This design comes from an exercise in tuning for small area on the open sky130 flow, not from production work. Function was checked by simulation only, so behaviour that the tests miss may differ from the original. No activity file was given, so power comes from the tool's default toggle rates.

==> v6: inputs <==
## alu_pipe
module alu_pipe (
  input  logic        clk,
  input  logic [4:0]  sel,
  input  logic [31:0] data1,
  input  logic [31:0] data2,
  output logic [31:0] result
);
==> module alu, before the edit <==
module alu (
  input  logic [4:0]  sel,      
  input  logic [31:0] data1,    
  input  logic [31:0] data2,    
  output logic [31:0] result    
);
  always_comb begin
    unique case (sel)
      5'd0: result = $signed(data1) + $signed(data2);   
      5'd1: result = $signed(data1) - $signed(data2);   
      5'd2: result = data1 & data2;                     
      5'd3: result = data1 | data2;                     
      5'd4: result = data1 ^ data2;                     
      5'd5: result = data1 << 1;                        
      5'd6: result = data1 >> 1;                        
      5'd7: result = $signed(data1) >>> 1;              
      5'd8: result = (data1 > data2) ? 32'd1 : 32'd0;   
      5'd9: result = (data2 > data1) ? 32'd1 : 32'd0;   
      default: result = 32'd0;                          
    endcase
  end
endmodule
clock: 4.0 ns
lec_check: 0
cap_margin: 20
core_margin: 2
core_utilization: 40
slew_margin: 20
run.sh (not shown) runs the stock make flow with config.mk's settings and CLKGATE_MAP_FILE= SYNTH_SCRIPT=/design/flow/synth_recipe.tcl, a recipe that flattens the netlist after the stock synthesis.
==> v19 (differences from v6) <==
==> flow/design.v (replaced) <==
module alu_pipe (
  input  logic        clk,
  input  logic [4:0]  sel,
  input  logic [31:0] data1,
  input  logic [31:0] data2,
  output logic [31:0] result
);
  logic [4:0]  sel_q;
  logic [31:0] data1_q, data2_q, alu_y;
  always_ff @(posedge clk) begin
    sel_q   <= sel;
    data1_q <= data1;
    data2_q <= data2;
    result  <= alu_y;
  end
  alu u_alu (.sel(sel_q), .data1(data1_q), .data2(data2_q), .result(alu_y));
endmodule

module alu (
  input  logic [4:0]  sel,
  input  logic [31:0] data1,
  input  logic [31:0] data2,
  output logic [31:0] result
);
  logic lo, arith, inv, cin, e_p, e_g, s_shl, s_shr, s_sra, s_gt, s_lt;
  assign lo    = (sel[4:3] == 2'b00);
  assign arith = lo & ~sel[2] & ~sel[1];               
  assign e_g   = lo & ~sel[2] & sel[1];                
  assign e_p   = lo & ((~sel[2] & sel[1] & sel[0]) | (sel[2] & ~sel[1] & ~sel[0]));  
  assign s_shl = lo & sel[2] & ~sel[1] & sel[0];       
  assign s_shr = lo & sel[2] & sel[1];                 
  assign s_sra = sel[0];                               
  assign s_gt  = (sel == 5'd8);
  assign s_lt  = (sel == 5'd9);
  assign inv   = (lo & ~sel[2] & ~sel[1] & sel[0]) | s_gt | s_lt;    
  assign cin   = (lo & ~sel[2] & ~sel[1] & sel[0]) | s_lt;           
  logic [31:0] a, x, p, g;
  assign a = data1;
  assign x = data2 ^ {32{inv}};
  assign p = a ^ x;
  assign g = a & x;
  localparam int NB = 8;
  function automatic int S(input int k);
    case (k)
      0: S = 0;  1: S = 3;  2: S = 7;  3: S = 11; 4: S = 16;
      5: S = 21; 6: S = 26; 7: S = 30; default: S = 32;
    endcase
  endfunction
  logic [32:0] c;
  logic [NB:0] cb;
  assign cb[0] = cin;
  genvar i, j;
  generate
    for (i = 0; i < NB; i++) begin : blk
      assign c[S(i)] = cb[i];
      for (j = S(i); j < S(i+1); j++) begin : rip
        if (j + 1 < S(i+1)) assign c[j+1] = g[j] | (p[j] & c[j]);
      end
      if (i == 0) begin : first
        assign cb[i+1] = g[S(i+1)-1] | (p[S(i+1)-1] & c[S(i+1)-1]);
      end else begin : skip
        logic [S(i+1)-S(i)-1:0] gc, pc;
        for (j = 0; j < S(i+1)-S(i); j++) begin : grp
          if (j == 0) begin
            assign gc[j] = g[S(i)];
            assign pc[j] = p[S(i)];
          end else begin
            assign gc[j] = g[S(i)+j] | (p[S(i)+j] & gc[j-1]);
            assign pc[j] = p[S(i)+j] & pc[j-1];
          end
        end
        assign cb[i+1] = gc[S(i+1)-S(i)-1] | (pc[S(i+1)-S(i)-1] & cb[i]);
      end
    end
  endgenerate
  assign c[32] = cb[NB];
  logic [31:0] s, u, v;
  logic cmp;
  assign s = p ^ c[31:0];
  assign u = ({32{e_p}} & p) | ({32{e_g}} & g);
  assign v = ({32{s_shl}} & {a[30:0], 1'b0}) | ({32{s_shr}} & {a[31] & s_sra, a[31:1]});
  assign cmp = (s_gt & c[32]) | (s_lt & ~c[32]);
  assign result = ({32{arith}} & s) | u | v | {31'd0, cmp};
endmodule
==> flow/flow/run.sh (new file) <==
#!/bin/bash
# Own layout flow: the standard ORFS flow (standard.sh) with these changes:
#  - synthesis: the standard flow's synthesis script, with ABC mapping by flow/abc.script
#    (flow/synth_abc.tcl) and no full/half-adder cell extraction (ADDER_MAP_FILE empty);
#  - port buffers are the smallest buffer, buf_1;
#  - clock tree from clkbuf_8 cells, without dummy loads;
#  - power (and so area) recovery after global routing.
# Each tool's full output is in the ORFS logs under orfs/logs/; make's output is in standard_flow.log.
set -euo pipefail
here=$(pwd)
export OWN_ABC_SCRIPT=$here/flow/abc.script
bash standard.sh \
  SYNTH_SCRIPT=$here/flow/synth_abc.tcl \
  ADDER_MAP_FILE= \
  "BUFFER_PORTS_ARGS=-buffer_cell sky130_fd_sc_hd__buf_1" \
  "CTS_ARGS=-sink_clustering_enable -repair_clock_nets -buf_list sky130_fd_sc_hd__clkbuf_8 -root_buf sky130_fd_sc_hd__clkbuf_8 -dont_use_dummy_load" \
  RECOVER_POWER=100 \
  finish > standard_flow.log 2>&1
==> flow/flow/abc.script (new file) <==
strash
dch -f
map -B 0.9
topo
stime -c
==> flow/flow/synth_abc.tcl (new file) <==
# The standard flow's synthesis script (synth_recipe.tcl), with ABC's technology-mapping script
# replaced by the one named in OWN_ABC_SCRIPT.
proc synth {args} { yosys synth -nofsm -noshare {*}$args }

proc abc {args} {
  set i [lsearch -exact $args -script]
  if { $i >= 0 && [info exists ::env(OWN_ABC_SCRIPT)] } {
    lset args [expr {$i + 1}] $::env(OWN_ABC_SCRIPT)
  }
  puts "abc wrapper: abc $args"
  yosys abc {*}$args
}
source $::env(SCRIPTS_DIR)/synth.tcl
# left out here: clear keep_hierarchy, flatten, clean up, hide names made inside functions, write 1_2_yosys.v
==> flow/standard.sh (new file) <==
#!/bin/bash
# synth_recipe.tcl (not shown) runs the flow's synth.tcl, then flattens the netlist and writes it again
# the make line also repeats each setting of config.mk as NAME=value (left out here)
make -C /OpenROAD-flow-scripts/flow DESIGN_CONFIG=/design/flow/config.mk WORK_HOME=/design/flow/orfs CLKGATE_MAP_FILE= SYNTH_SCRIPT=/design/flow/synth_recipe.tcl "${@:-finish}"
removed: flow/run.sh
==> run notes <==
outcome=no timing/DRC/antenna violations; P_seq=1.13 mW; power share of the clock group=0.329; placer congestion estimate=0.909; commonest cells in the synthesized netlist=129 x ha_1, 123 x a21oi_1, 101 x dfxtp_1; Simple-Gate Fraction of Synth Area=0.128; Final Critical Period=~3400 ps; max_slew headroom=0.243
the above is filed under v6

==> run notes <==
placer congestion estimate=0.839; power share of the clock group=0.251; P_seq=around 1.1 mW; outcome=no timing/DRC/antenna violations; Final Critical Period=approximately 3500 ps; Simple-Gate Fraction of Synth Area=0.234; max_slew headroom=0.332
the above is filed under v19


==> inputs of run G <==
alu_pipe, a different RTL version from the one above (not shown whole).
Settings: LEC_CHECK=0, CAP_MARGIN=20, CORE_MARGIN=2, CORE_UTILIZATION=40, SETUP_SLACK_MARGIN=-0.3, SLEW_MARGIN=20; clock period 4.0 ns.
standard.sh (not shown) runs the stock make flow with config.mk's settings and CLKGATE_MAP_FILE= SYNTH_SCRIPT=/design/flow/synth_recipe.tcl, a recipe that flattens the netlist after the stock synthesis.
==> flow/flow/run.sh <==
#!/bin/bash
# Own layout flow: the standard ORFS flow (standard.sh) with these changes:
#  - synthesis (flow/synth_cells.tcl): the standard flow's synthesis script, except that the ALU's gate
#    modules are mapped one-to-one onto sky130hd cells (flow/cells_map.v) before Yosys's synth,
#    ABC maps the rest with flow/abc.script, and no full/half-adder cells are extracted;
#  - port buffers are the smallest buffer, buf_1;
#  - clock tree from clkbuf_8 cells, without dummy loads;
#  - power (and so area) recovery after global routing.
# Each tool's full output is in the ORFS logs under orfs/logs/; make's output is in standard_flow.log.
set -euo pipefail
here=$(pwd)
export OWN_ABC_SCRIPT=$here/flow/abc.script
export OWN_CELL_MAP=$here/flow/cells_map.v
bash standard.sh \
  SYNTH_SCRIPT=$here/flow/synth_cells.tcl \
  ADDER_MAP_FILE= \
  "BUFFER_PORTS_ARGS=-buffer_cell sky130_fd_sc_hd__buf_1" \
  "CTS_ARGS=-sink_clustering_enable -repair_clock_nets -buf_list sky130_fd_sc_hd__clkbuf_8 -root_buf sky130_fd_sc_hd__clkbuf_8 -dont_use_dummy_load" \
  RECOVER_POWER=100 \
  finish > standard_flow.log 2>&1
Other scripts of this flow, unchanged in this note and not shown: flow/flow/abc.script, flow/flow/cells_map.v, flow/flow/synth_cells.tcl
==> run F: changes against run G <==
--- a/flow/config.mk
+++ b/flow/config.mk
@@ -9,4 +9,3 @@
 export CORE_MARGIN = 2
 export CORE_UTILIZATION = 40
-export SETUP_SLACK_MARGIN = -0.3
 export SLEW_MARGIN = 20
==> comparison table <==
metric	run F	run G
Run status	no timing/DRC/antenna violations	no timing/DRC/antenna violations
Post-DP HPWL	6.95 mm	7.20 mm
Area Growth Syn to Fin	19.1%	18.2%
DR pass1 iterations	5	9
Flop-to-flop setup slack	370 ps	250 ps
DR WL/cell	14.1 µm	14.4 µm
Tcrit/Tclk final	0.907	0.937
Tightest Pin Transition	589 ps	427 ps
Initial DRC Count	283	355
End of the critical path	result[29]	result[31]
Count of plain and timing-repair buffers	114	112
Fraction of power consumed by combinational cells	0.231	0.229
Worst-path clk slew	80 ps	90 ps
Routed met1 length	4.20 mm	4.16 mm
Leakage Power	1.97 nW	1.95 nW
Fraction of the core area covered by cells at the end of the flow	0.489	0.485
Met2 WL	5.02 mm	5.12 mm
Area after detailed placement	4890 µm²	4880 µm²
Crit Reg-Reg Endpoint	result[29]	result[31]
Final Cell Area	5040 µm²	5010 µm²
Combinational cell power	482 µW	479 µW
Share of total power in the clock network	0.233	0.238

what the ideal ports hide:
No port has a modelled driver above. Below, the same layouts with a new extraction and two added sets of constraints. Step 1: set_driving_cell puts a clkbuf_16 on clk and a buf_2 on each other input, an assumption about the parent block. Step 2 times the ports against the registers' clock, not the clock port: input delays grow and output delays shrink by t, the midpoint of the rising clock arrivals with the driver on. a / b / c = no drivers / after step 1 / after step 2; a / b = the first two.
run | shift t [ns] | slack for setup (ns) | hold slack, ns | worst register clock-pin slew, ns
v6 | 0.397 | 0.621 / 0.621 / 0.621 | 0.597 / 0.597 / 0.597 | 0.07 / 0.07
v19 | 0.410 | 0.484 / 0.484 / 0.484 | 0.488 / 0.480 / 0.521 | 0.10 / 0.10
run G | 0.385 | 0.253 / 0.253 / 0.253 | 0.519 / 0.513 / 0.578 | 0.09 / 0.09
run F | 0.383 | 0.373 / 0.373 / 0.373 | 0.523 / 0.514 / 0.570 | 0.09 / 0.09
After both steps every run listed still meets setup and hold.
